This design comes from an exercise in tuning for small area on the open sky130 flow, not from production work. In this exercise RTL edits were held to simulation tests only and were not proved equivalent to the original. Power figures rest on the tool's default switching activity, not on a simulated workload.

**flow/run.sh**
```bash
#!/bin/bash
# synth_recipe.tcl (not shown) runs the flow's synth.tcl, then flattens the netlist and writes it again
# the make line also repeats each setting of config.mk as NAME=value (left out here)
make -C /OpenROAD-flow-scripts/flow DESIGN_CONFIG=/design/flow/config.mk WORK_HOME=/design/flow/orfs CLKGATE_MAP_FILE= SYNTH_SCRIPT=/design/flow/synth_recipe.tcl finish
```
**flow/config.mk**
```make
export PLATFORM = sky130hd
export DESIGN_NAME = Main
export DESIGN_NICKNAME = Main
export VERILOG_FILES = /design/flow/design.v
export SDC_FILE = /design/flow/constraint.sdc
export NUM_CORES = 4
export LEC_CHECK = 0
export ABC_AREA = 1
export CAP_MARGIN = 20
export CORE_MARGIN = 2
export CORE_UTILIZATION = 40
export SLEW_MARGIN = 20
export SYNTH_MEMORY_MAX_BITS = 65536
```
**flow/constraint.sdc**
```tcl
create_clock -name core_clock -period 40.0 [get_ports {clk}]
set_input_delay 8.0000 -clock core_clock [delete_from_list [all_inputs] [get_ports {clk}]]
set_output_delay 8.0000 -clock core_clock [all_outputs]
set_load 0.01 [all_outputs]
```
**flow/design.v**
```verilog
`timescale 1ns / 1ps
module Digits(input [3:0] digit, input box2, input [5:0] v, input [5:0] h, output data);
	wire new_n19, new_n20, new_n21, new_n22, new_n23, new_n24, new_n25, new_n26, new_n27, new_n28, new_n29, new_n30, new_n31, new_n32, new_n33, new_n34, new_n35, new_n36, new_n37, new_n38, new_n39, new_n40, new_n41, new_n42, new_n43, new_n44, new_n45, new_n46, new_n47, new_n48, new_n49, new_n50, new_n51, new_n52, new_n53, new_n54, new_n55, new_n56, new_n57, new_n58, new_n59, new_n60, new_n61, new_n62, new_n63, new_n64, new_n65, new_n66, new_n67, new_n68, new_n69, new_n70, new_n71, new_n72, new_n73, new_n74, new_n75, new_n76, new_n77, new_n78, new_n79, new_n80, new_n81, new_n82, new_n83, new_n84, new_n85, new_n86, new_n87, new_n88, new_n89, new_n90, new_n91, new_n92, new_n93, new_n94, new_n95, new_n96, new_n97, new_n98, new_n99, new_n100, new_n101, new_n102, new_n103, new_n104, new_n105, new_n106, new_n107, new_n108, new_n109, new_n110, new_n111, new_n112, new_n113, new_n114, new_n115, new_n116, new_n117, new_n118, new_n119, new_n120, new_n121, new_n122, new_n123, new_n124, new_n125, new_n126, new_n127, new_n128, new_n129, new_n130, new_n131, new_n132, new_n133, new_n134, new_n135, new_n136, new_n137, new_n138, new_n139, new_n140, new_n141, new_n142, new_n143, new_n144, new_n145, new_n146, new_n147, new_n148, new_n149, new_n150, new_n151, new_n152, new_n153, new_n154, new_n155, new_n156, new_n157, new_n158, new_n159, new_n160, new_n161, new_n162, new_n163, new_n164, new_n165, new_n166, new_n167, new_n168, new_n169, new_n170, new_n171, new_n172, new_n173, new_n174, new_n175, new_n176, new_n177, new_n178, new_n179, new_n180, new_n181, new_n182, new_n183, new_n184, new_n185, new_n186, new_n187, new_n188, new_n189, new_n190, new_n191, new_n192, new_n193, new_n194, new_n195, new_n196, new_n197, new_n198, new_n199, new_n200, new_n201, new_n202, new_n203, new_n204, new_n205, new_n206, new_n207, new_n208, new_n209, new_n210, new_n211, new_n212, new_n213, new_n214, new_n215, new_n216, new_n217, new_n218, new_n219, new_n220, new_n221, new_n222, new_n223, new_n224, new_n225, new_n226, new_n227, new_n228, new_n229, new_n230, new_n231, new_n232, new_n233, new_n234, new_n235, new_n236, new_n237, new_n238, new_n239, new_n240, new_n241, new_n242, new_n243, new_n244, new_n245, new_n246, new_n247, new_n248, new_n249, new_n250, new_n251, new_n252, new_n253, new_n254, new_n255, new_n256, new_n257, new_n258, new_n259, new_n260, new_n261, new_n262, new_n263, new_n264, new_n265, new_n266, new_n267, new_n268, new_n269, new_n270, new_n271, new_n272, new_n273, new_n274, new_n275, new_n276, new_n277, new_n278, new_n279, new_n280, new_n281, new_n282, new_n283, new_n284, new_n285, new_n286, new_n287, new_n288, new_n289, new_n290, new_n291, new_n292, new_n293, new_n294, new_n295, new_n296, new_n297;
	assign new_n19 = ~box2 & ~v[1] ;
	assign new_n20 = v[2] & ~new_n19;
	assign new_n21 = ~v[3] & ~new_n20;
	assign new_n22 = box2 & v[1] ;
	assign new_n23 = ~v[2] & ~new_n22;
	assign new_n24 = v[0] & ~new_n23;
	assign new_n25 = new_n21 & ~new_n24;
	assign new_n26 = v[2] & new_n22;
	assign new_n27 = v[3] & new_n26;
	assign new_n28 = v[0] & v[3] ;
	assign new_n29 = new_n20 & new_n28;
	assign new_n30 = ~box2 & ~v[5] ;
	assign new_n31 = box2 & v[5] ;
	assign new_n32 = ~new_n30 & ~new_n31;
	assign new_n33 = ~new_n29 & new_n32;
	assign new_n34 = ~new_n27 & new_n33;
	assign new_n35 = ~new_n25 & new_n34;
	assign new_n36 = ~v[2] & new_n19;
	assign new_n37 = v[3] & ~new_n36;
	assign new_n38 = ~v[4] & ~new_n27;
	assign new_n39 = ~new_n29 & new_n38;
	assign new_n40 = ~new_n32 & new_n39;
	assign new_n41 = new_n37 & new_n40;
	assign new_n42 = ~h[1] & ~h[2] ;
	assign new_n43 = h[3] & ~new_n42;
	assign new_n44 = ~h[4] & ~new_n43;
	assign new_n45 = h[5] & ~new_n44;
	assign new_n46 = h[0] & h[3] ;
	assign new_n47 = ~new_n43 & ~new_n46;
	assign new_n48 = h[1] & h[2] ;
	assign new_n49 = new_n46 & new_n48;
	assign new_n50 = ~h[4] & ~new_n49;
	assign new_n51 = ~new_n47 & new_n50;
	assign new_n52 = new_n45 & ~new_n51;
	assign new_n53 = ~h[5] & new_n44;
	assign new_n54 = ~new_n52 & ~new_n53;
	assign new_n55 = new_n41 & ~new_n54;
	assign new_n56 = ~v[4] & new_n37;
	assign new_n57 = v[4] & new_n25;
	assign new_n58 = ~new_n56 & ~new_n57;
	assign new_n59 = new_n32 & ~new_n39;
	assign new_n60 = ~new_n40 & ~new_n59;
	assign new_n61 = ~new_n41 & ~new_n60;
	assign new_n62 = new_n58 & new_n61;
	assign new_n63 = v[4] & ~new_n37;
	assign new_n64 = ~new_n56 & ~new_n63;
	assign new_n65 = ~h[4] & ~h[5] ;
	assign new_n66 = ~new_n48 & new_n65;
	assign new_n67 = ~new_n45 & ~new_n53;
	assign new_n68 = ~new_n66 & new_n67;
	assign new_n69 = ~h[2] & ~h[3] ;
	assign new_n70 = ~h[5] & ~new_n69;
	assign new_n71 = ~new_n68 & new_n70;
	assign new_n72 = new_n64 & new_n71;
	assign new_n73 = new_n62 & new_n72;
	assign new_n74 = ~new_n55 & ~new_n73;
	assign new_n75 = ~new_n35 & ~new_n74;
	assign new_n76 = new_n32 & ~new_n58;
	assign new_n77 = ~v[3] & ~new_n26;
	assign new_n78 = v[0] & ~new_n77;
	assign new_n79 = new_n35 & ~new_n64;
	assign new_n80 = ~new_n78 & new_n79;
	assign new_n81 = ~new_n76 & ~new_n80;
	assign new_n82 = new_n35 & new_n37;
	assign new_n83 = ~new_n20 & new_n82;
	assign new_n84 = ~new_n81 & ~new_n83;
	assign new_n85 = new_n70 & new_n84;
	assign new_n86 = ~new_n41 & ~new_n85;
	assign new_n87 = ~new_n68 & ~new_n86;
	assign new_n88 = new_n47 & new_n87;
	assign new_n89 = ~h[4] & ~new_n69;
	assign new_n90 = h[4] & new_n47;
	assign new_n91 = ~new_n89 & ~new_n90;
	assign new_n92 = new_n52 & ~new_n91;
	assign new_n93 = ~new_n35 & ~new_n92;
	assign new_n94 = h[4] & h[5] ;
	assign new_n95 = ~new_n69 & new_n94;
	assign new_n96 = ~h[3] & new_n66;
	assign new_n97 = ~new_n95 & ~new_n96;
	assign new_n98 = new_n45 & new_n97;
	assign new_n99 = ~new_n25 & new_n39;
	assign new_n100 = h[0] & h[2] ;
	assign new_n101 = ~new_n94 & new_n100;
	assign new_n102 = ~new_n97 & ~new_n101;
	assign new_n103 = new_n64 & new_n102;
	assign new_n104 = ~new_n99 & new_n103;
	assign new_n105 = ~new_n98 & ~new_n104;
	assign new_n106 = new_n93 & ~new_n105;
	assign new_n107 = new_n35 & new_n92;
	assign new_n108 = ~new_n106 & ~new_n107;
	assign new_n109 = new_n62 & ~new_n108;
	assign new_n110 = new_n61 & new_n98;
	assign new_n111 = ~new_n64 & new_n110;
	assign new_n112 = ~new_n54 & new_n82;
	assign new_n113 = ~new_n70 & new_n112;
	assign new_n114 = digit[3] & ~new_n113;
	assign new_n115 = ~new_n111 & new_n114;
	assign new_n116 = ~new_n109 & new_n115;
	assign new_n117 = ~new_n88 & new_n116;
	assign new_n118 = new_n62 & ~new_n91;
	assign new_n119 = ~new_n52 & ~new_n66;
	assign new_n120 = ~new_n118 & ~new_n119;
	assign new_n121 = new_n82 & new_n120;
	assign new_n122 = digit[0] & ~new_n121;
	assign new_n123 = new_n35 & new_n62;
	assign new_n124 = ~h[0] & ~h[3] ;
	assign new_n125 = new_n65 & new_n124;
	assign new_n126 = ~h[1] & new_n125;
	assign new_n127 = new_n78 & new_n126;
	assign new_n128 = ~new_n120 & ~new_n127;
	assign new_n129 = new_n123 & ~new_n128;
	assign new_n130 = new_n62 & ~new_n99;
	assign new_n131 = new_n110 & ~new_n130;
	assign new_n132 = ~new_n76 & new_n131;
	assign new_n133 = new_n53 & new_n76;
	assign new_n134 = new_n49 & new_n94;
	assign new_n135 = ~new_n53 & ~new_n134;
	assign new_n136 = ~new_n51 & ~new_n135;
	assign new_n137 = ~new_n95 & ~new_n136;
	assign new_n138 = new_n82 & ~new_n137;
	assign new_n139 = ~new_n133 & ~new_n138;
	assign new_n140 = ~new_n132 & new_n139;
	assign new_n141 = ~new_n129 & new_n140;
	assign new_n142 = new_n122 & new_n141;
	assign new_n143 = ~new_n117 & ~new_n142;
	assign new_n144 = ~new_n75 & ~new_n143;
	assign new_n145 = ~new_n62 & ~new_n84;
	assign new_n146 = ~new_n62 & ~new_n135;
	assign new_n147 = ~h[0] & ~h[2] ;
	assign new_n148 = new_n71 & new_n147;
	assign new_n149 = new_n48 & new_n98;
	assign new_n150 = ~h[3] & ~new_n48;
	assign new_n151 = new_n94 & ~new_n100;
	assign new_n152 = new_n150 & new_n151;
	assign new_n153 = ~new_n149 & ~new_n152;
	assign new_n154 = ~new_n148 & new_n153;
	assign new_n155 = ~new_n146 & new_n154;
	assign new_n156 = ~new_n145 & ~new_n155;
	assign new_n157 = ~v[0] & new_n23;
	assign new_n158 = new_n37 & ~new_n157;
	assign new_n159 = ~v[3] & new_n23;
	assign new_n160 = h[5] & ~new_n43;
	assign new_n161 = ~new_n89 & ~new_n160;
	assign new_n162 = ~new_n54 & ~new_n161;
	assign new_n163 = ~new_n159 & ~new_n162;
	assign new_n164 = ~new_n158 & ~new_n163;
	assign new_n165 = new_n102 & ~new_n152;
	assign new_n166 = new_n158 & new_n165;
	assign new_n167 = ~new_n32 & ~new_n166;
	assign new_n168 = ~new_n164 & new_n167;
	assign new_n169 = ~new_n51 & new_n159;
	assign new_n170 = ~new_n32 & ~new_n169;
	assign new_n171 = v[2] & new_n28;
	assign new_n172 = new_n100 & new_n171;
	assign new_n173 = new_n102 & ~new_n172;
	assign new_n174 = h[0] & h[1] ;
	assign new_n175 = new_n94 & new_n174;
	assign new_n176 = ~new_n173 & ~new_n175;
	assign new_n177 = h[5] & new_n69;
	assign new_n178 = ~new_n70 & ~new_n177;
	assign new_n179 = new_n78 & new_n178;
	assign new_n180 = ~new_n37 & ~new_n179;
	assign new_n181 = ~new_n176 & ~new_n180;
	assign new_n182 = ~new_n170 & ~new_n181;
	assign new_n183 = new_n38 & ~new_n182;
	assign new_n184 = ~new_n168 & new_n183;
	assign new_n185 = new_n89 & ~new_n160;
	assign new_n186 = new_n130 & new_n185;
	assign new_n187 = ~v[4] & new_n112;
	assign new_n188 = ~new_n19 & ~new_n22;
	assign new_n189 = v[0] & ~new_n188;
	assign new_n190 = new_n187 & new_n189;
	assign new_n191 = h[1] & ~h[5] ;
	assign new_n192 = h[0] & ~h[1] ;
	assign new_n193 = h[5] & new_n192;
	assign new_n194 = ~new_n191 & ~new_n193;
	assign new_n195 = ~v[4] & ~new_n42;
	assign new_n196 = new_n21 & new_n195;
	assign new_n197 = ~new_n194 & new_n196;
	assign new_n198 = ~new_n32 & ~new_n197;
	assign new_n199 = v[4] & ~new_n159;
	assign new_n200 = new_n32 & ~new_n199;
	assign new_n201 = v[0] & v[4] ;
	assign new_n202 = ~new_n19 & new_n201;
	assign new_n203 = new_n194 & new_n202;
	assign new_n204 = new_n200 & ~new_n203;
	assign new_n205 = new_n51 & ~new_n204;
	assign new_n206 = ~new_n198 & new_n205;
	assign new_n207 = new_n41 & ~new_n97;
	assign new_n208 = ~digit[2] & ~digit[3] ;
	assign new_n209 = ~new_n207 & new_n208;
	assign new_n210 = ~new_n206 & new_n209;
	assign new_n211 = ~new_n190 & new_n210;
	assign new_n212 = ~new_n186 & new_n211;
	assign new_n213 = ~new_n184 & new_n212;
	assign new_n214 = ~new_n156 & new_n213;
	assign new_n215 = ~new_n64 & ~new_n92;
	assign new_n216 = ~new_n68 & ~new_n82;
	assign new_n217 = ~new_n98 & ~new_n216;
	assign new_n218 = ~new_n215 & ~new_n217;
	assign new_n219 = new_n130 & new_n218;
	assign new_n220 = new_n60 & ~new_n76;
	assign new_n221 = new_n136 & ~new_n220;
	assign new_n222 = new_n39 & new_n47;
	assign new_n223 = new_n95 & ~new_n222;
	assign new_n224 = new_n76 & new_n223;
	assign new_n225 = digit[2] & ~new_n224;
	assign new_n226 = ~new_n221 & new_n225;
	assign new_n227 = ~new_n219 & new_n226;
	assign new_n228 = ~digit[0] & ~digit[1] ;
	assign new_n229 = ~new_n227 & new_n228;
	assign new_n230 = ~new_n214 & new_n229;
	assign new_n231 = new_n35 & new_n135;
	assign new_n232 = ~new_n93 & ~new_n231;
	assign new_n233 = ~new_n104 & ~new_n232;
	assign new_n234 = new_n62 & ~new_n233;
	assign new_n235 = ~digit[0] & ~new_n187;
	assign new_n236 = ~new_n234 & new_n235;
	assign new_n237 = ~new_n131 & new_n236;
	assign new_n238 = ~new_n87 & new_n237;
	assign new_n239 = digit[1] & new_n208;
	assign new_n240 = ~new_n238 & new_n239;
	assign new_n241 = ~new_n230 & ~new_n240;
	assign new_n242 = ~new_n144 & ~new_n241;
	assign new_n243 = ~new_n35 & new_n62;
	assign new_n244 = ~new_n41 & ~new_n243;
	assign new_n245 = ~new_n49 & new_n95;
	assign new_n246 = ~new_n244 & new_n245;
	assign new_n247 = ~new_n71 & ~new_n98;
	assign new_n248 = new_n76 & ~new_n247;
	assign new_n249 = ~new_n37 & new_n136;
	assign new_n250 = new_n123 & new_n249;
	assign new_n251 = ~new_n248 & ~new_n250;
	assign new_n252 = ~new_n246 & new_n251;
	assign new_n253 = new_n122 & new_n252;
	assign new_n254 = digit[1] & digit[2] ;
	assign new_n255 = ~new_n253 & new_n254;
	assign new_n256 = ~new_n67 & new_n79;
	assign new_n257 = digit[2] & ~new_n256;
	assign new_n258 = new_n74 & new_n257;
	assign new_n259 = ~new_n131 & new_n258;
	assign new_n260 = digit[0] & ~digit[1] ;
	assign new_n261 = ~new_n259 & new_n260;
	assign new_n262 = ~new_n255 & ~new_n261;
	assign new_n263 = ~new_n92 & new_n200;
	assign new_n264 = ~new_n98 & ~new_n200;
	assign new_n265 = ~new_n263 & ~new_n264;
	assign new_n266 = new_n61 & new_n265;
	assign new_n267 = ~digit[0] & ~new_n138;
	assign new_n268 = ~new_n266 & new_n267;
	assign new_n269 = ~new_n75 & new_n268;
	assign new_n270 = ~new_n71 & ~new_n99;
	assign new_n271 = new_n99 & ~new_n136;
	assign new_n272 = new_n61 & ~new_n271;
	assign new_n273 = ~new_n270 & new_n272;
	assign new_n274 = new_n55 & ~new_n71;
	assign new_n275 = ~new_n187 & ~new_n274;
	assign new_n276 = ~new_n273 & new_n275;
	assign new_n277 = new_n115 & new_n276;
	assign new_n278 = new_n76 & new_n165;
	assign new_n279 = ~new_n79 & new_n278;
	assign new_n280 = new_n94 & ~new_n147;
	assign new_n281 = new_n43 & new_n280;
	assign new_n282 = ~new_n96 & ~new_n125;
	assign new_n283 = ~new_n281 & new_n282;
	assign new_n284 = ~new_n220 & ~new_n283;
	assign new_n285 = ~new_n70 & ~new_n191;
	assign new_n286 = h[4] & ~new_n285;
	assign new_n287 = ~h[4] & new_n285;
	assign new_n288 = ~new_n286 & ~new_n287;
	assign new_n289 = new_n41 & new_n288;
	assign new_n290 = new_n208 & ~new_n289;
	assign new_n291 = ~new_n284 & new_n290;
	assign new_n292 = ~new_n279 & new_n291;
	assign new_n293 = ~new_n277 & ~new_n292;
	assign new_n294 = ~new_n269 & new_n293;
	assign new_n295 = ~new_n262 & new_n294;
	assign new_n296 = ~new_n242 & ~new_n295;
	assign new_n297 = digit[2] & digit[3] ;
	assign data = ~new_n296 & ~new_n297;
endmodule
`timescale 1ns / 1ps
module Messages_ROM(input sel, input [12:0] addr, output data);
	wire new_n16, new_n17, new_n18, new_n19, new_n20, new_n21, new_n22, new_n23, new_n24, new_n25, new_n26, new_n27, new_n28, new_n29, new_n30, new_n31, new_n32, new_n33, new_n34, new_n35, new_n36, new_n37, new_n38, new_n39, new_n40, new_n41, new_n42, new_n43, new_n44, new_n45, new_n46, new_n47, new_n48, new_n49, new_n50, new_n51, new_n52, new_n53, new_n54, new_n55, new_n56, new_n57, new_n58, new_n59, new_n60, new_n61, new_n62, new_n63, new_n64, new_n65, new_n66, new_n67, new_n68, new_n69, new_n70, new_n71, new_n72, new_n73, new_n74, new_n75, new_n76, new_n77, new_n78, new_n79, new_n80, new_n81, new_n82, new_n83, new_n84, new_n85, new_n86, new_n87, new_n88, new_n89, new_n90, new_n91, new_n92, new_n93, new_n94, new_n95, new_n96, new_n97, new_n98, new_n99, new_n100, new_n101, new_n102, new_n103, new_n104, new_n105, new_n106, new_n107, new_n108, new_n109, new_n110, new_n111, new_n112, new_n113, new_n114, new_n115, new_n116, new_n117, new_n118, new_n119, new_n120, new_n121, new_n122, new_n123, new_n124, new_n125, new_n126, new_n127, new_n128, new_n129, new_n130, new_n131, new_n132, new_n133, new_n134, new_n135, new_n136, new_n137, new_n138, new_n139, new_n140, new_n141, new_n142, new_n143, new_n144, new_n145, new_n146, new_n147, new_n148, new_n149, new_n150, new_n151, new_n152, new_n153, new_n154, new_n155, new_n156, new_n157, new_n158, new_n159, new_n160, new_n161, new_n162, new_n163, new_n164, new_n165, new_n166, new_n167, new_n168, new_n169, new_n170, new_n171, new_n172, new_n173, new_n174, new_n175, new_n176, new_n177, new_n178, new_n179, new_n180, new_n181, new_n182, new_n183, new_n184, new_n185, new_n186, new_n187, new_n188, new_n189, new_n190, new_n191, new_n192, new_n193, new_n194, new_n195, new_n196, new_n197, new_n198, new_n199, new_n200, new_n201, new_n202, new_n203, new_n204, new_n205, new_n206, new_n207, new_n208, new_n209, new_n210, new_n211, new_n212, new_n213;
	assign new_n16 = addr[9] & addr[10] ;
	assign new_n17 = addr[11] & ~addr[12] ;
	assign new_n18 = new_n16 & new_n17;
	assign new_n19 = ~addr[10] & ~addr[11] ;
	assign new_n20 = ~addr[12] & ~new_n19;
	assign new_n21 = ~new_n18 & new_n20;
	assign new_n22 = ~addr[8] & ~addr[9] ;
	assign new_n23 = addr[11] & ~new_n22;
	assign new_n24 = ~addr[7] & ~addr[8] ;
	assign new_n25 = new_n16 & ~new_n24;
	assign new_n26 = ~addr[11] & ~new_n25;
	assign new_n27 = addr[10] & addr[11] ;
	assign new_n28 = ~new_n26 & ~new_n27;
	assign new_n29 = ~new_n23 & new_n28;
	assign new_n30 = ~addr[2] & ~addr[3] ;
	assign new_n31 = ~addr[0] & ~addr[1] ;
	assign new_n32 = ~addr[3] & new_n31;
	assign new_n33 = ~new_n30 & ~new_n32;
	assign new_n34 = addr[0] & addr[1] ;
	assign new_n35 = ~addr[2] & ~new_n34;
	assign new_n36 = addr[8] & addr[9] ;
	assign new_n37 = addr[12] & ~new_n36;
	assign new_n38 = new_n19 & new_n37;
	assign new_n39 = ~new_n18 & ~new_n38;
	assign new_n40 = ~new_n35 & ~new_n39;
	assign new_n41 = ~new_n33 & ~new_n40;
	assign new_n42 = ~addr[10] & ~new_n36;
	assign new_n43 = ~addr[9] & ~addr[11] ;
	assign new_n44 = new_n24 & new_n43;
	assign new_n45 = new_n42 & ~new_n44;
	assign new_n46 = ~addr[11] & ~new_n42;
	assign new_n47 = ~new_n45 & ~new_n46;
	assign new_n48 = new_n41 & ~new_n47;
	assign new_n49 = ~addr[1] & ~addr[2] ;
	assign new_n50 = ~addr[0] & new_n49;
	assign new_n51 = addr[3] & ~new_n50;
	assign new_n52 = addr[4] & ~new_n51;
	assign new_n53 = ~new_n48 & new_n52;
	assign new_n54 = new_n29 & new_n53;
	assign new_n55 = ~addr[4] & addr[5] ;
	assign new_n56 = new_n30 & new_n55;
	assign new_n57 = addr[1] & ~new_n16;
	assign new_n58 = ~new_n42 & new_n57;
	assign new_n59 = new_n56 & ~new_n58;
	assign new_n60 = ~new_n54 & ~new_n59;
	assign new_n61 = new_n21 & ~new_n60;
	assign new_n62 = addr[7] & addr[11] ;
	assign new_n63 = new_n28 & ~new_n62;
	assign new_n64 = ~new_n45 & ~new_n63;
	assign new_n65 = ~new_n39 & new_n64;
	assign new_n66 = ~new_n25 & new_n46;
	assign new_n67 = new_n20 & new_n66;
	assign new_n68 = ~new_n65 & ~new_n67;
	assign new_n69 = addr[1] & addr[2] ;
	assign new_n70 = ~new_n64 & ~new_n69;
	assign new_n71 = new_n17 & ~new_n70;
	assign new_n72 = addr[7] & addr[8] ;
	assign new_n73 = new_n43 & ~new_n72;
	assign new_n74 = ~new_n19 & ~new_n73;
	assign new_n75 = addr[12] & ~new_n74;
	assign new_n76 = ~new_n42 & new_n75;
	assign new_n77 = addr[2] & addr[3] ;
	assign new_n78 = ~new_n39 & ~new_n77;
	assign new_n79 = ~new_n76 & ~new_n78;
	assign new_n80 = ~new_n71 & new_n79;
	assign new_n81 = ~addr[3] & new_n35;
	assign new_n82 = addr[4] & ~new_n81;
	assign new_n83 = ~addr[12] & ~new_n51;
	assign new_n84 = new_n82 & new_n83;
	assign new_n85 = addr[4] & new_n33;
	assign new_n86 = ~new_n29 & new_n85;
	assign new_n87 = ~new_n84 & new_n86;
	assign new_n88 = ~new_n80 & new_n87;
	assign new_n89 = new_n68 & ~new_n88;
	assign new_n90 = addr[0] & new_n69;
	assign new_n91 = ~addr[3] & ~new_n90;
	assign new_n92 = ~new_n68 & new_n91;
	assign new_n93 = ~addr[5] & ~new_n92;
	assign new_n94 = ~new_n89 & new_n93;
	assign new_n95 = ~new_n61 & ~new_n94;
	assign new_n96 = ~addr[6] & ~new_n95;
	assign new_n97 = addr[7] & addr[9] ;
	assign new_n98 = ~new_n39 & ~new_n97;
	assign new_n99 = addr[4] & addr[5] ;
	assign new_n100 = ~addr[6] & new_n99;
	assign new_n101 = new_n50 & new_n100;
	assign new_n102 = new_n98 & new_n101;
	assign new_n103 = ~new_n49 & ~new_n69;
	assign new_n104 = addr[1] & addr[3] ;
	assign new_n105 = addr[6] & ~new_n104;
	assign new_n106 = ~new_n43 & new_n105;
	assign new_n107 = ~new_n23 & ~new_n62;
	assign new_n108 = new_n106 & new_n107;
	assign new_n109 = addr[5] & new_n20;
	assign new_n110 = new_n108 & new_n109;
	assign new_n111 = ~new_n103 & new_n110;
	assign new_n112 = ~sel & ~new_n111;
	assign new_n113 = ~new_n102 & new_n112;
	assign new_n114 = ~new_n96 & new_n113;
	assign new_n115 = new_n33 & ~new_n77;
	assign new_n116 = ~new_n50 & ~new_n115;
	assign new_n117 = ~addr[4] & ~new_n116;
	assign new_n118 = new_n110 & ~new_n117;
	assign new_n119 = ~addr[12] & new_n23;
	assign new_n120 = new_n101 & new_n119;
	assign new_n121 = sel & ~new_n120;
	assign new_n122 = ~new_n110 & new_n121;
	assign new_n123 = ~new_n118 & ~new_n122;
	assign new_n124 = addr[3] & ~new_n35;
	assign new_n125 = new_n47 & ~new_n49;
	assign new_n126 = addr[2] & ~new_n39;
	assign new_n127 = new_n91 & ~new_n126;
	assign new_n128 = ~new_n125 & new_n127;
	assign new_n129 = ~new_n124 & ~new_n128;
	assign new_n130 = new_n76 & new_n129;
	assign new_n131 = new_n69 & new_n105;
	assign new_n132 = ~new_n29 & new_n35;
	assign new_n133 = ~addr[6] & new_n51;
	assign new_n134 = ~new_n132 & new_n133;
	assign new_n135 = ~new_n131 & ~new_n134;
	assign new_n136 = ~new_n130 & new_n135;
	assign new_n137 = addr[4] & ~addr[5] ;
	assign new_n138 = ~new_n20 & ~new_n75;
	assign new_n139 = new_n137 & ~new_n138;
	assign new_n140 = ~new_n136 & new_n139;
	assign new_n141 = ~new_n123 & ~new_n140;
	assign new_n142 = ~new_n114 & ~new_n141;
	assign new_n143 = addr[4] & ~new_n129;
	assign new_n144 = ~new_n51 & new_n66;
	assign new_n145 = new_n117 & ~new_n144;
	assign new_n146 = ~new_n143 & ~new_n145;
	assign new_n147 = ~new_n31 & ~new_n64;
	assign new_n148 = new_n77 & new_n147;
	assign new_n149 = ~addr[5] & ~new_n148;
	assign new_n150 = ~new_n146 & new_n149;
	assign new_n151 = ~new_n23 & ~new_n47;
	assign new_n152 = ~new_n34 & new_n147;
	assign new_n153 = ~new_n151 & ~new_n152;
	assign new_n154 = new_n84 & ~new_n153;
	assign new_n155 = addr[4] & ~new_n50;
	assign new_n156 = ~new_n151 & new_n155;
	assign new_n157 = new_n41 & new_n156;
	assign new_n158 = addr[5] & ~new_n157;
	assign new_n159 = addr[3] & ~addr[4] ;
	assign new_n160 = ~new_n32 & ~new_n159;
	assign new_n161 = ~new_n103 & ~new_n160;
	assign new_n162 = new_n76 & new_n161;
	assign new_n163 = new_n78 & new_n159;
	assign new_n164 = ~new_n162 & ~new_n163;
	assign new_n165 = new_n158 & new_n164;
	assign new_n166 = ~new_n154 & new_n165;
	assign new_n167 = ~new_n150 & ~new_n166;
	assign new_n168 = new_n90 & new_n137;
	assign new_n169 = addr[11] & new_n49;
	assign new_n170 = addr[3] & ~new_n169;
	assign new_n171 = new_n55 & ~new_n170;
	assign new_n172 = ~new_n168 & ~new_n171;
	assign new_n173 = ~new_n65 & ~new_n172;
	assign new_n174 = ~new_n56 & ~new_n64;
	assign new_n175 = ~new_n147 & ~new_n174;
	assign new_n176 = new_n173 & new_n175;
	assign new_n177 = addr[6] & ~new_n176;
	assign new_n178 = ~new_n167 & new_n177;
	assign new_n179 = addr[4] & new_n161;
	assign new_n180 = ~new_n159 & ~new_n179;
	assign new_n181 = ~new_n68 & ~new_n180;
	assign new_n182 = addr[2] & ~addr[3] ;
	assign new_n183 = ~addr[4] & new_n182;
	assign new_n184 = ~addr[5] & ~new_n183;
	assign new_n185 = ~new_n181 & new_n184;
	assign new_n186 = ~addr[0] & addr[12] ;
	assign new_n187 = new_n69 & ~new_n186;
	assign new_n188 = ~new_n47 & new_n187;
	assign new_n189 = ~new_n98 & new_n188;
	assign new_n190 = ~new_n49 & new_n159;
	assign new_n191 = ~new_n189 & new_n190;
	assign new_n192 = addr[5] & ~new_n191;
	assign new_n193 = ~new_n53 & new_n192;
	assign new_n194 = ~new_n185 & ~new_n193;
	assign new_n195 = addr[4] & new_n77;
	assign new_n196 = new_n66 & new_n195;
	assign new_n197 = ~addr[6] & ~new_n196;
	assign new_n198 = ~new_n194 & new_n197;
	assign new_n199 = ~new_n138 & ~new_n198;
	assign new_n200 = ~new_n178 & new_n199;
	assign new_n201 = addr[1] & new_n108;
	assign new_n202 = addr[4] & ~new_n201;
	assign new_n203 = ~new_n90 & ~new_n202;
	assign new_n204 = ~new_n66 & ~new_n82;
	assign new_n205 = ~new_n106 & ~new_n204;
	assign new_n206 = addr[2] & new_n106;
	assign new_n207 = new_n21 & ~new_n206;
	assign new_n208 = ~new_n205 & new_n207;
	assign new_n209 = ~new_n203 & new_n208;
	assign new_n210 = ~new_n158 & new_n209;
	assign new_n211 = new_n56 & new_n76;
	assign new_n212 = ~new_n210 & ~new_n211;
	assign new_n213 = ~new_n200 & new_n212;
	assign data = new_n142 | ~new_n213;
endmodule
`timescale 1ns / 1ps
module CLK_DIV #(parameter W = 8, parameter [W-1:0] TAPS = 8'hB8, parameter [W-1:0] LAST = 8'd236) (
    input clk_in,
    input reset,
    output clk_out
    );
	reg [W-1:0] state;
	assign clk_out = state == LAST;
	always @ (posedge clk_in)
	begin
		if (reset || clk_out)
			state <= {W{1'b0}};
		else
			state <= {state[W-2:0], ~^(state & TAPS)};
	end
endmodule
`timescale 1ns / 1ps
module Main(
	input clk,
	input Pause, Reset, P1_Left, P1_Right, P2_Left, P2_Right, P1_Press, P2_Press,
	output hsync, vsync,
	output reg [2:0] pixel
	);
	localparam [1:0] LEFT = 2'd0, CENTER = 2'd1, RIGHT = 2'd2;
	localparam DOWN = 1'b0, UP = 1'b1;
	function ge_k;
		input [10:0] x, k;
		integer i;
		reg r;
		begin
			r = 1'b1;
			for (i = 0; i < 11; i = i + 1)
				r = k[i] ? (x[i] & r) : (x[i] | r);
			ge_k = r;
		end
	endfunction
	function [9:0] sub;
		input [9:0] x, y;
		integer i;
		reg c;
		begin
			c = 1'b1;
			for (i = 0; i < 10; i = i + 1) begin
				sub[i] = x[i] ^ ~y[i] ^ c;
				c = (x[i] & ~y[i]) | (c & (x[i] ^ ~y[i]));
			end
		end
	endfunction
	function [12:0] step;
		input [12:0] x;
		input down, en;
		integer i;
		reg t;
		begin
			t = en;
			for (i = 0; i < 13; i = i + 1) begin
				step[i] = x[i] ^ t;
				t = t & (x[i] ^ down);
			end
		end
	endfunction
	wire input_tick, score_tick;
	CLK_DIV #(.W(8), .TAPS(8'hB8), .LAST(8'd236)) input_clk_div(clk, Reset, input_tick);
	CLK_DIV #(.W(9), .TAPS(9'h110), .LAST(9'd272)) score_clk_div(clk, Reset, score_tick);
	reg [3:0] P1_Score, P2_Score;
	reg [9:0] ball_xo;     
	reg [8:0] ball_y;
	wire goal_top = !ge_k(ball_y, 11'd11);      
	wire goal_bot = ge_k(ball_y, 11'd460);      
	wire win1 = P1_Score == 4'd9;
	wire win2 = !win1 && P2_Score == 4'd9;
	wire ignore = win1 || (P2_Score == 4'd9);
	wire [12:0] p1_score_n = step(P1_Score, 1'b0, score_tick && goal_top);
	wire [12:0] p2_score_n = step(P2_Score, 1'b0, score_tick && !goal_top && goal_bot);
	always @(posedge clk)
		if (Reset) begin
			P1_Score <= 4'd0;
			P2_Score <= 4'd0;
		end else begin
			P1_Score <= p1_score_n[3:0];
			P2_Score <= p2_score_n[3:0];
		end
	reg [9:0] paddle1_x, paddle2_x;
	wire p1_en = input_tick && !ignore && (P1_Left ? paddle1_x != 10'd10 : P1_Right && paddle1_x != 10'd530);
	wire p2_en = input_tick && !ignore && (P2_Left ? paddle2_x != 10'd10 : P2_Right && paddle2_x != 10'd530);
	wire [12:0] paddle1_n = step(paddle1_x, P1_Left, p1_en);
	wire [12:0] paddle2_n = step(paddle2_x, P2_Left, p2_en);
	always @(posedge clk)
		if (Reset) begin
			paddle1_x <= 10'd270;
			paddle2_x <= 10'd270;
		end else begin
			paddle1_x <= paddle1_n[9:0];
			paddle2_x <= paddle2_n[9:0];
		end
	reg resting, player, y_direction;
	reg [1:0] x_direction;
	reg n_resting, n_player, n_y_direction, move_x, move_y;
	reg [1:0] n_x_direction;
	wire [9:0] hit_d = sub(ball_xo, ball_y[8] ? paddle2_x : paddle1_x);
	wire hit_x = hit_d[9] ? ge_k(hit_d, 11'd969) : !ge_k(hit_d, 11'd56);
	wire hit = hit_x && (ball_y[8] ? ge_k(ball_y, 11'd440) && !ge_k(ball_y, 11'd461)
	                               : ge_k(ball_y, 11'd20) && !ge_k(ball_y, 11'd31));
	wire at_left = ball_xo == 10'd989;      
	wire at_right = ball_xo == 10'd575;     
	always @(*) begin
		n_resting = resting;
		n_player = player;
		n_x_direction = x_direction;
		n_y_direction = y_direction;
		move_x = 1'b0;
		move_y = 1'b0;
		if (resting) begin
			if (!player) begin
				n_resting = !P1_Press;
				n_x_direction = P1_Left ? LEFT : P1_Right ? RIGHT : CENTER;
			end else begin
				n_resting = !P2_Press;
				n_x_direction = P2_Left ? LEFT : P2_Right ? RIGHT : CENTER;
			end
		end else begin
			if (goal_top || goal_bot) begin
				n_resting = 1'b1;
				n_player = goal_bot;
			end
			if (hit) begin
				if (x_direction == 2'd3)
					n_x_direction = CENTER;
				if (y_direction == DOWN) begin
					if (P2_Left) n_x_direction = LEFT;
					else if (P2_Right) n_x_direction = RIGHT;
					n_y_direction = UP;
				end else begin
					if (P1_Left) n_x_direction = LEFT;
					else if (P1_Right) n_x_direction = RIGHT;
					n_y_direction = DOWN;
				end
			end
			case (n_x_direction)
				LEFT:
					if (at_left)
						n_x_direction = RIGHT;
					else begin
						move_x = 1'b1;
						move_y = 1'b1;
					end
				CENTER:
					move_y = 1'b1;
				RIGHT:
					if (at_right)
						n_x_direction = LEFT;
					else begin
						move_x = 1'b1;
						move_y = 1'b1;
					end
				default: ;
			endcase
		end
	end
	wire [12:0] ball_xo_n = step(ball_xo, n_x_direction == LEFT, input_tick && move_x);
	wire [12:0] ball_y_n = step(ball_y, n_y_direction == UP, input_tick && move_y);
	always @(posedge clk)
		if (Reset) begin
			ball_xo <= 10'd270;
			ball_y <= 9'd35;
			resting <= 1'b1;
			x_direction <= CENTER;
			y_direction <= DOWN;
			player <= 1'b0;
		end else begin
			if (input_tick && resting) begin
				ball_xo <= player ? paddle2_x : paddle1_x;
				ball_y <= player ? 9'd435 : 9'd35;
			end else begin
				ball_xo <= ball_xo_n[9:0];
				ball_y <= ball_y_n[8:0];
			end
			if (input_tick) begin
				resting <= n_resting;
				x_direction <= n_x_direction;
				y_direction <= n_y_direction;
				player <= n_player;
			end
		end
	reg [9:0] hcount, vcount;
	reg [3:0] digit;
	reg [12:0] msg_addr;
	wire hend = &{hcount[9:8], hcount[4:0]};    
	wire vend = vcount[9] & vcount[3] & vcount[2];   
	assign hsync = !(ge_k(hcount, 11'd657) && !ge_k(hcount, 11'd753));
	wire hzero = hcount == 10'd0;
	assign vsync = !(hzero ? (vcount == 10'd491 || vcount == 10'd492) : (vcount[9:1] == 9'd245));
	wire visible = !ge_k(hcount, 11'd640) && !ge_k(vcount, 11'd480);
	wire border = !ge_k(vcount, 11'd10) || ge_k(vcount, 11'd470) || !ge_k(hcount, 11'd10) || ge_k(hcount, 11'd630) ||
	              (ge_k(vcount, 11'd235) && !ge_k(vcount, 11'd245));
	wire [9:0] pad_d = sub(hcount, vcount[8] ? paddle2_x : paddle1_x);
	wire pad_x = !ge_k(pad_d, 11'd100);
	wire pad1 = ge_k(vcount, 11'd20) && !ge_k(vcount, 11'd30) && pad_x;
	wire pad2 = ge_k(vcount, 11'd450) && !ge_k(vcount, 11'd460) && pad_x;
	wire dcol = ge_k(hcount, 11'd288) && !ge_k(hcount, 11'd352);
	wire box1 = dcol && ge_k(vcount, 11'd161) && !ge_k(vcount, 11'd225);
	wire box2 = dcol && ge_k(vcount, 11'd255) && !ge_k(vcount, 11'd319);
	wire mcol = ge_k(hcount, 11'd256) && !ge_k(hcount, 11'd384);
	wire msg1 = mcol && ge_k(vcount, 11'd87) && !ge_k(vcount, 11'd151) && win2;
	wire msg2 = mcol && ge_k(vcount, 11'd329) && !ge_k(vcount, 11'd393) && win1;
	wire msg = msg1 || msg2;
	wire [9:0] ball_dy = sub(vcount, {1'b0, ball_y});
	wire [9:0] ball_dx = sub(hcount, ball_xo);
	wire ball = !ge_k(ball_dy, 11'd10) && ge_k(ball_dx, 11'd45) && !ge_k(ball_dx, 11'd55);
	wire digit_data, message_data;
	Digits digits_rom(.digit(digit), .box2(box2), .v(vcount[5:0]), .h(hcount[5:0]), .data(digit_data));
	Messages_ROM messages(.sel(win1), .addr(msg_addr), .data(message_data));
	wire [12:0] hcount_n = step(hcount, 1'b0, 1'b1);
	wire [12:0] vcount_n = step(vcount, 1'b0, 1'b1);
	wire [12:0] msg_addr_n = step(msg_addr, 1'b0, msg);
	wire lit = msg && message_data;
	wire ball_px = visible && !border && !pad1 && !pad2 && !box1 && !box2 && !msg && ball;
	always @(posedge clk)
		if (Reset) begin
			hcount <= 10'd0;
			vcount <= 10'd0;
			pixel <= 3'b000;
			digit <= 4'd0;
			msg_addr <= 13'd0;
		end else begin
			if (hend) begin
				hcount <= 10'd0;
				vcount <= vend ? 10'd0 : vcount_n[9:0];
			end else
				hcount <= hcount_n[9:0];
			if (dcol && hcount[5:0] == 6'd31 && vcount == 10'd224)
				digit <= P1_Score;
			else if (dcol && hcount[5:0] == 6'd31 && vcount == 10'd318)
				digit <= P2_Score;
			msg_addr <= msg_addr_n[12:0];
			pixel[2] <= pad1 || (box1 && digit_data) || lit || ball_px;
			pixel[1] <= (visible && border) || lit || ball_px;
			pixel[0] <= pad2 || (box2 && digit_data) || lit || ball_px;
		end
endmodule
```
==> results.yml <==
status:
  run_status: "no timing/DRC/antenna violations"
routing:
  drt_first_iter_violations: 713
  via_cell_ratio: 5.32
  routed_wire_length_per_instance_um: 15.5
  route.detailed.drc: 0
  drtAntennaViolNets: 0
  route.vias.total: 8714
  drt_pre_antenna_iters: 5
  total_wirelength_of_the_detailed_routed_design_mm: 25.4
worst_hold_path:
  worst_hold_path_type: "flop to flop"
  worstHoldStart: "score_clk_div.state[3]"
  whs_path_depth: 2
  whs_endpoint: "score_clk_div.state[4]"
synth:
  synth_sequential_area_ratio_pct: 24.5
  synthesis.nets: 1450
  synthArstFlopShare_pct: 0
  postSynthCellCount: 1356
  synthFlopType: "sky130_fd_sc_hd__dfxtp_1"
  number_of_synthesized_register_bits: 109
  count_of_flip_flops_with_a_built_in_enable_after_synthesis: 0
  postSynthAreaPerCell_um2: 6.58
  post_synthesis_cell_area_mm2: 0.00892
  yosys.cell_types.count: 55
  ys_warn_count: 3
worst_setup_path:
  cp_launch_type: "flop"
  worstPathMaxFanout: 13
  setup.worst_path.class: "flop to output port"
  crit_path_max_incr_delay_ps: 670
  r2r_start: "ball_y[8]"
  crit_chain: "clkinv_1 > o2111ai_1 > nor3_1 > o311ai_0 > clkdlybuf4s50_1"
  timing.reg2reg.worst_path_depth: 30
  family_with_the_most_delay_on_the_worst_path: "buffers and inverters"
  cp_slowest_cell: "sky130_fd_sc_hd__dfxtp_1"
  cp.required_ps: 32000
  crit_arrival_ps: 2720
  worstReg2RegEnd: "ball_y[8]"
  crit_buf_inv: 2
  worst-r2r-setup-slack_ps: 33390
  endpoint_kind: "output port"
sta:
  timing.final.hold_violations: 0
  maxSlewViolCount: 0
  period_needed_ps: 10720
  finalClockSkew_ps: 15.6
  final_setup_violation_count: 0
  finalSetupTns_ps: 0
  final_critical_path_setup_slack_ps: 29280
  setup_repair_after_global_routing_missed_its_margin: "no"
  timing.final.crit_share_pct: 26.8
  relSlewSlack_pct: 40.5
  worstMarginPinSlew_ps: 871
  achievable-frequency_mhz: 93.2
placement:
  place_worst_setup_slack_ps: 29140
  routability_congestion_estimate: 0.920
  place.detailed.hpwl_mm: 19.7
  port-buffer-count: 12
power:
  power.total_w: 0.000214
  ir_worst_vdd_v: 0.0000181
  p_leak_nw: 4.13
  power_density_relative_to_cell_area_mw_per_mm2: 22.4
cells_and_area:
  num_antenna_cells: 0
  commonest_cells_after_routing_fill_and_taps_aside: "sky130_fd_sc_hd__nand2_1 (284), sky130_fd_sc_hd__inv_1 (210), sky130_fd_sc_hd__nor2_1 (160), sky130_fd_sc_hd__o21ai_0 (122), sky130_fd_sc_hd__dfxtp_1 (109)"
  drive_gt1_share_pct: 4.64
  area_delta_synth_final_pct: 7.16
  num-nets-final: 1446
  mostFrequentLayoutCell: "sky130_fd_sc_hd__nand2_1"
clocking:
  cts.repair.resized: 0
  post_cts_setup_repair_bufs: 0
  cts.root.buffer_cell: "sky130_fd_sc_hd__clkbuf_16"
  path_clk_slew_ps: 80
  tritoncts: "yes"
  inserted_clock_buffers: 9
  clkSinkCount: 109
  clk_latency_ps: 370
  htree_num_levels: 3
  cts.path.max_buffers: 2
  hold_buffers: 0
floorplanning:
  core_mm2: 0.0218
  die-height_um: 153
  die_x_um: 153
  std_cell_rows: 54
  num_io_pins: 14
  starting_density_of_the_core_pct: 40.9
  floorplan.die_area_mm2: 0.0235
global_route:
  overflow: 0
  first_global_vias: 8130
  antenna_found_initial: 0
  wire_length_of_the_first_global_routing_pass_mm: 41.5
  grt_usage_pct: 21.7
  largest_net_degree_at_the_start_of_global_routing: 50
flow_run:
  cap_violations: 0
area by class of cell:
| type | instances | area (µm²) |
|---|---|---|
| fillers | 2306 | 12300 |
| clock inverters | 6 | 56.3 |
| repair buffers | 15 | 138 |
| inverters | 223 | 837 |
| well taps | 280 | 350 |
| multi-input cells | 994 | 5760 |
| flip-flops and latches | 109 | 2180 |
| clock buffers | 10 | 229 |
cell families (layout without fill, tap and decap cells):
kind of cell / count (synthesis) / count (layout) / share of synthesized area, %
AO/OA/AOI/OAI: 279 / 279 / 18.1
XOR/XNOR: 23 / 23 / 2.26
adder cells (fa/ha/maj): 85 / 85 / 14.5
buffers and inverters: 253 / 254 / 10.9
flip-flops: 109 / 109 / 24.5
multiplexers: 1 / 1 / 0.112
AND/OR/NAND/NOR: 606 / 606 / 29.6
power by group:
part	internal [W]	leakage (nW)	switching [W]	total, W
Combinational	0.00000417	3.11	0.00000888	0.0000131
Sequential	0.000109	0.881	0.000000870	0.000110
Clock	0.0000437	0.141	0.0000476	0.0000913
worst reg2reg max path: cells and delay by family (launching register included):
kind | cells | cell delay, ps
xor+xnor | 1 | 150
flops | 1 | 870
fa+ha+maj | 9 | 3130
simple gates | 13 | 1540
compound gates | 4 | 420
buf+inv | 3 | 340
how the worst max path moves through the flow:
stage / end / slack, ps / from / cells past startpoint
after floorplan: ball_y[8] / 30160 / P2_Left / 17
after global placement: ball_y[8] / 29160 / P2_Left / 17
after detailed placement: ball_y[8] / 29140 / P2_Left / 17
after CTS: vsync / 29350 / vcount[4] / 5
after global routing: vsync / 29220 / vcount[4] / 5
final: vsync / 29280 / vcount[4] / 5
routing by layer:
metal / global-route usage [%] / routed length, µm / vias up
met4: 6.53 / 563 / 0
met2: 35.4 / 11700 / 230
li1: - / - / 4450
met3: 3.52 / 1130 / 43
met1: 29.5 / 12000 / 3991
met5: 0 / 0 / -
per-stage QoR:
stage          std cells  hold slack [ps]  utilization (%)  cell area, µm²
2_1_floorplan       1356              408                -            8920
3_5_place_dp        1621              422             42.5            9270
5_1_grt             1637              447             43.8            9560
6_report            1637              424             43.8            9560
4_1_cts             1637              430             43.8            9560
3_3_place_gp        1621              416             42.5            9270
state kept, by name, summed over array words and instances, names as in the netlist, 2 cells and up:
| name | count |
|---|---|
| paddle2_x | 10 |
| ball_xo | 10 |
| P1_Score | 4 |
| msg_addr | 13 |
| P2_Score | 4 |
| digit | 4 |
| hcount | 10 |
| score_clk_div.state | 9 |
| ball_y | 9 |
| paddle1_x | 10 |
| input_clk_div.state | 8 |
| x_direction | 2 |
| pixel | 3 |
| vcount | 10 |
cell usage after synthesis (3+ instances only):
| master | instances | area, µm² |
|---|---|---|
| sky130_fd_sc_hd__a2111oi_0 | 3 | 26.3 |
| sky130_fd_sc_hd__nand3_1 | 74 | 370 |
| sky130_fd_sc_hd__a31oi_1 | 6 | 37.5 |
| sky130_fd_sc_hd__fa_1 | 31 | 621 |
| sky130_fd_sc_hd__xnor2_1 | 7 | 61.3 |
| sky130_fd_sc_hd__o21ai_0 | 122 | 611 |
| sky130_fd_sc_hd__nor4_1 | 9 | 56.3 |
| sky130_fd_sc_hd__o2111ai_1 | 5 | 43.8 |
| sky130_fd_sc_hd__inv_1 | 210 | 788 |
| sky130_fd_sc_hd__o21ai_1 | 5 | 25.0 |
| sky130_fd_sc_hd__o221ai_1 | 4 | 35.0 |
| sky130_fd_sc_hd__xor2_1 | 16 | 140 |
| sky130_fd_sc_hd__buf_2 | 4 | 20.0 |
| sky130_fd_sc_hd__clkbuf_1 | 23 | 86.3 |
| sky130_fd_sc_hd__nand3_4 | 3 | 52.6 |
| sky130_fd_sc_hd__o22ai_1 | 5 | 31.3 |
| sky130_fd_sc_hd__nand2_2 | 10 | 62.6 |
| sky130_fd_sc_hd__clkinv_1 | 8 | 30.0 |
| sky130_fd_sc_hd__nand3b_1 | 3 | 22.5 |
| sky130_fd_sc_hd__a21oi_2 | 4 | 35.0 |
| sky130_fd_sc_hd__ha_1 | 54 | 676 |
| sky130_fd_sc_hd__nor3_1 | 21 | 105 |
| sky130_fd_sc_hd__a21oi_1 | 80 | 400 |
| sky130_fd_sc_hd__dfxtp_1 | 109 | 2180 |
| sky130_fd_sc_hd__or2_2 | 5 | 31.3 |
| sky130_fd_sc_hd__o41ai_1 | 5 | 43.8 |
| sky130_fd_sc_hd__inv_2 | 5 | 18.8 |
| sky130_fd_sc_hd__a221oi_1 | 5 | 43.8 |
| sky130_fd_sc_hd__nor2_2 | 5 | 31.3 |
| sky130_fd_sc_hd__o211ai_1 | 14 | 105 |
| sky130_fd_sc_hd__nor2_4 | 3 | 33.8 |
| sky130_fd_sc_hd__o31ai_1 | 6 | 45.0 |
| sky130_fd_sc_hd__nor2_1 | 160 | 601 |
| sky130_fd_sc_hd__nand2_1 | 284 | 1070 |
| sky130_fd_sc_hd__nand4_1 | 22 | 138 |

==> static timing again, ports no longer ideal <==
How much do the figures lean on ideal ports? The routed layout below was timed once more, with nothing changed but the port constraints.
Step 1, drivers: a clkbuf_16 drives clk and a buf_2 each remaining input, both assumed.
Step 2 adds t to the input delays and takes it off the output delays; t is the mean of the earliest and latest rising clock arrival at the registers after step 1. Input paths then give back, and output paths get back, about the clock's delay inside the block.
Slacks: ideal ports / drivers / drivers and shift; pairs: ideal ports / drivers.
t (ns): 0.417
setup WS [ns]: 29.275 / 29.224 / 29.124
worst setup path after step 2: input to register
slew at the worst register clock pin (ns): 0.09 / 0.09
cell pins on the clock port's net: 1
After both steps this run still meets setup and hold. For this run, drivers alone change the setup slack by -0.051 ns; drivers and shift together by -0.151 ns.
